What follows belongs to an exercise in optimizing a design on an open flow for small area and a short achievable clock period; a production flow would make more cautious choices.
In this exercise RTL edits were held to simulation tests only and were not proved equivalent to the original.
Power is estimated from default activity; no workload was simulated.

## trysim
module trysim(input i_clk, input i_rst, input i_cfg_we, input [4:0] i_cfg_idx, input [3:0] i_cfg_vel,
              output o2,o3,o4,o5,o6,o7,o8,o9,o10,o11,o12,o13,o14,o15,o16,o17,o18,o19,o20,o21);
Size in the first run: roughly 9800 cells after synthesis, roughly 520 flip-flops, about 32 I/O pins.
==> module trysim, before the edit <==
module trysim(input i_clk, input i_rst, input i_cfg_we, input [4:0] i_cfg_idx, input [3:0] i_cfg_vel,
              output o2,o3,o4,o5,o6,o7,o8,o9,o10,o11,o12,o13,o14,o15,o16,o17,o18,o19,o20,o21);
localparam N = 30;
localparam W = 12;
reg [W-1:0] pos [0:N-1];     
reg [3:0]   vel [0:N-1];
reg [5:0]   ctr;             
reg         stopp;
reg [20:1]  occ;
wire [W-1:0] c  [0:N-1];
wire [W-1:0] u  [0:N-1];
wire [3:0]   nv [0:N-1];
wire [N-1:0] zero;
wire [N-1:0] eq;
wire [3:0]   ve [0:N-1];    
reg         wq;              
reg [4:0]   iq;
reg [3:0]   vq;
wire [N-1:0] cp;             
genvar i, k;
generate
for (i = 0; i < N; i = i + 1) begin : car
	wire notent = (ctr < 2*i);
	wire enter  = (ctr == 2*i);
	wire move   = !notent && !enter;
	wire [3:0] vm = ve[i];
	wire [5:0] lo = {1'b0, pos[i][4:0]} + {2'b00, vm};
	wire [6:0] hi = pos[i][W-1:5];
	wire       k5 = lo[5];
	wire [W-1:0] s = {hi + {6'd0, k5}, lo[4:0]};
	wire hz = (hi == 7'd0) && !k5;                               
	wire hw = ((hi == 7'd64) && !k5) || ((hi == 7'd63) && k5);    
	wire loi = (lo[4:0] >= i);
	wire wrap = s[W-1] && !(hw && !loi);
	wire [W-1:0] mv = {s[W-1] & ~wrap, s[W-2:0]};
	assign c[i] = notent ? i : enter ? i + 1 : mv;
	wire sml = hz || (hw && loi);
	wire [N:i+1] ge;
	wire [N:i+1] g;
	for (k = i + 1; k <= N; k = k + 1) begin : th
		if (k == i + 1) begin : ent
			assign ge[k] = enter || (move && (!sml || lo[4:0] >= k));
		end else begin : mov
			assign ge[k] = move && (!sml || lo[4:0] >= k);
		end
		if (i == 0) begin : g0
			assign g[k] = ge[k];
		end else begin : gn
			assign g[k] = ge[k] & (zero[i-1] | car[i-1].g[k]);
		end
	end
	assign zero[i] = ~g[i+1];
	if (i == 0) begin : r0
		assign u[i]  = c[i];
		assign nv[i] = ve[i];
		assign cp[i] = 1'b0;
		assign eq[i] = 1'b0;
	end else begin : rn
		wire [W:0] sa, sb;   
		assign sa[W] = zero[i-1];
		assign sb[W] = 1'b0;
		for (k = W - 1; k >= 0; k = k - 1) begin : bt
			wire a = c[i][k];
			wire b = u[i-1][k];
			assign u[i][k] = (a | sb[k+1]) & (b | sa[k+1]);
			assign sa[k] = sa[k+1] | (b & ~u[i][k]);
			assign sb[k] = sb[k+1] | (a & ~u[i][k]);
		end
		assign cp[i] = sb[0];
		assign nv[i] = sb[0] ? nv[i-1] : ve[i];
		assign eq[i] = ~sa[0];
	end
end
endgenerate
wire [20:1] hit [0:N-1];
wire [N-1:0] jam;
generate
for (i = 0; i < N; i = i + 1) begin : res
	wire hz6 = (u[i][W-1:6] == 0);
	wire [7:0] ah, bl;
	for (k = 0; k < 8; k = k + 1) begin : pd
		assign ah[k] = hz6 && (u[i][5:3] == k);
		assign bl[k] = (u[i][2:0] == k);
	end
	for (k = 1; k <= 20; k = k + 1) begin : dec
		assign hit[i][k] = ah[(i + k) >> 3] & bl[(i + k) & 7];
	end
	if (i >= 3) begin : jm
		assign jam[i] = eq[i] & eq[i-1] & eq[i-2] & (|hit[i][16:1]);
	end else begin : nj
		assign jam[i] = 1'b0;
	end
	assign ve[i] = (wq && iq == i) ? vq : vel[i];
	always @(posedge i_clk) begin
		pos[i] <= u[i];
		if (!i_rst && !stopp && cp[i]) begin
			vel[i] <= nv[(i == 0) ? 0 : i - 1];
		end else begin
			vel[i] <= ve[i];
		end
	end
end
endgenerate
reg [20:1] any;
integer j;
always @* begin
	any = 20'd0;
	for (j = 0; j < N; j = j + 1) any = any | hit[j];
end
always @(posedge i_clk) begin
	wq <= i_rst && i_cfg_we;
	iq <= i_cfg_idx;
	vq <= i_cfg_vel;
	if (i_rst) begin
		ctr <= 6'd0;
		stopp <= 1'b0;
		occ <= 20'd0;
	end else begin
		if (ctr != 6'd63) ctr <= ctr + 6'd1;
		if (!stopp) begin
			stopp <= |jam;
			occ <= any;
		end
	end
end
assign {o21,o20,o19,o18,o17,o16,o15,o14,o13,o12,o11,o10,o9,o8,o7,o6,o5,o4,o3,o2} = occ;
endmodule
Settings: LEC_CHECK=0, ABC_AREA=1, CAP_MARGIN=20, CORE_MARGIN=2, CORE_UTILIZATION=60, PLACE_DENSITY=0.72, SLEW_MARGIN=20; clock period 65.0 ns.
run.sh (not shown) runs the stock make flow with config.mk's settings and CLKGATE_MAP_FILE= SYNTH_SCRIPT=/design/flow/synth_recipe.tcl, a recipe that flattens the netlist after the stock synthesis.
Rerun with:
--- a/flow/design.v
+++ b/flow/design.v
@@ -8,25 +8,20 @@
 reg         stopp;
 reg [20:1]  occ;
 wire [W-1:0] c  [0:N-1];
 wire [W-1:0] u  [0:N-1];
 wire [3:0]   nv [0:N-1];
 wire [N-1:0] zero;
-wire [N-1:0] eq;
-wire [3:0]   ve [0:N-1];    
-reg         wq;              
-reg [4:0]   iq;
-reg [3:0]   vq;
-wire [N-1:0] cp;             
+wire [N-1:0] eq;             
 genvar i, k;
 generate
 for (i = 0; i < N; i = i + 1) begin : car
-	wire notent = (ctr < 2*i);
-	wire enter  = (ctr == 2*i);
+	wire notent = !stopp && (ctr < 2*i);
+	wire enter  = !stopp && (ctr == 2*i);
 	wire move   = !notent && !enter;
-	wire [3:0] vm = ve[i];
+	wire [3:0] vm = stopp ? 4'd0 : vel[i];
 	wire [5:0] lo = {1'b0, pos[i][4:0]} + {2'b00, vm};
 	wire [6:0] hi = pos[i][W-1:5];
 	wire       k5 = lo[5];
 	wire [W-1:0] s = {hi + {6'd0, k5}, lo[4:0]};
 	wire hz = (hi == 7'd0) && !k5;                               
 	wire hw = ((hi == 7'd64) && !k5) || ((hi == 7'd63) && k5);    
@@ -49,28 +44,26 @@
 			assign g[k] = ge[k] & (zero[i-1] | car[i-1].g[k]);
 		end
 	end
 	assign zero[i] = ~g[i+1];
 	if (i == 0) begin : r0
 		assign u[i]  = c[i];
-		assign nv[i] = ve[i];
-		assign cp[i] = 1'b0;
+		assign nv[i] = vel[i];
 		assign eq[i] = 1'b0;
 	end else begin : rn
 		wire [W:0] sa, sb;   
 		assign sa[W] = zero[i-1];
 		assign sb[W] = 1'b0;
 		for (k = W - 1; k >= 0; k = k - 1) begin : bt
 			wire a = c[i][k];
 			wire b = u[i-1][k];
 			assign u[i][k] = (a | sb[k+1]) & (b | sa[k+1]);
 			assign sa[k] = sa[k+1] | (b & ~u[i][k]);
 			assign sb[k] = sb[k+1] | (a & ~u[i][k]);
 		end
-		assign cp[i] = sb[0];
-		assign nv[i] = sb[0] ? nv[i-1] : ve[i];
+		assign nv[i] = sb[0] ? nv[i-1] : vel[i];
 		assign eq[i] = ~sa[0];
 	end
 end
 endgenerate
 wire [20:1] hit [0:N-1];
 wire [N-1:0] jam;
@@ -87,41 +80,35 @@
 	end
 	if (i >= 3) begin : jm
 		assign jam[i] = eq[i] & eq[i-1] & eq[i-2] & (|hit[i][16:1]);
 	end else begin : nj
 		assign jam[i] = 1'b0;
 	end
-	assign ve[i] = (wq && iq == i) ? vq : vel[i];
 	always @(posedge i_clk) begin
 		pos[i] <= u[i];
-		if (!i_rst && !stopp && cp[i]) begin
-			vel[i] <= nv[(i == 0) ? 0 : i - 1];
+		if (i_rst) begin
+			if (i_cfg_we && i_cfg_idx == i) vel[i] <= i_cfg_vel;
 		end else begin
-			vel[i] <= ve[i];
+			vel[i] <= nv[i];
 		end
 	end
 end
 endgenerate
 reg [20:1] any;
 integer j;
 always @* begin
 	any = 20'd0;
 	for (j = 0; j < N; j = j + 1) any = any | hit[j];
 end
 always @(posedge i_clk) begin
-	wq <= i_rst && i_cfg_we;
-	iq <= i_cfg_idx;
-	vq <= i_cfg_vel;
 	if (i_rst) begin
 		ctr <= 6'd0;
 		stopp <= 1'b0;
 		occ <= 20'd0;
 	end else begin
 		if (ctr != 6'd63) ctr <= ctr + 6'd1;
-		if (!stopp) begin
-			stopp <= |jam;
-			occ <= any;
-		end
+		stopp <= |jam;
+		occ <= any;
 	end
 end
 assign {o21,o20,o19,o18,o17,o16,o15,o14,o13,o12,o11,o10,o9,o8,o7,o6,o5,o4,o3,o2} = occ;
 endmodule
Effect: Setup slack gets better by 1100 ps; cell count came out lower by 1.6%; sequential cell count shrinks by 10; routed wire length came out lower by 2.7%; worst hold slack improves by 44 ps; synthesized cell count fell by 2.1%; die area grows by 0.76%; via count falls by 3.3%; final area came out higher by 0.30%; power decreases by 3.6%; critical path depth goes down by 4; combinational power fell by 13%; non-clock buffer count drops by 19; fmax climbs by 7.2%.

==> port drivers added, routing unchanged <==
The results above use ideal ports. As a check the final layouts listed here were re-extracted and re-timed, cells and wires unchanged.
Step 1 sets driving cells, clkbuf_16 on the clock port and buf_2 on the other inputs (assumed; they add their load-dependent delay and slew).
Step 2 times the ports against the registers' clock, not the clock port: input delays grow and output delays shrink by t, the midpoint of the rising clock arrivals with the driver on.
Three values: ideal ports, drivers, drivers and shift; two values: the first two.
run	t (ns)	slack for setup (ns)	slew at the worst register clock pin (ns)
the first run	0.727	48.044 / 48.044 / 48.044	0.07 / 0.07
the second run	0.727	49.182 / 49.182 / 49.182	0.07 / 0.07
After both steps every run listed still meets setup and hold.
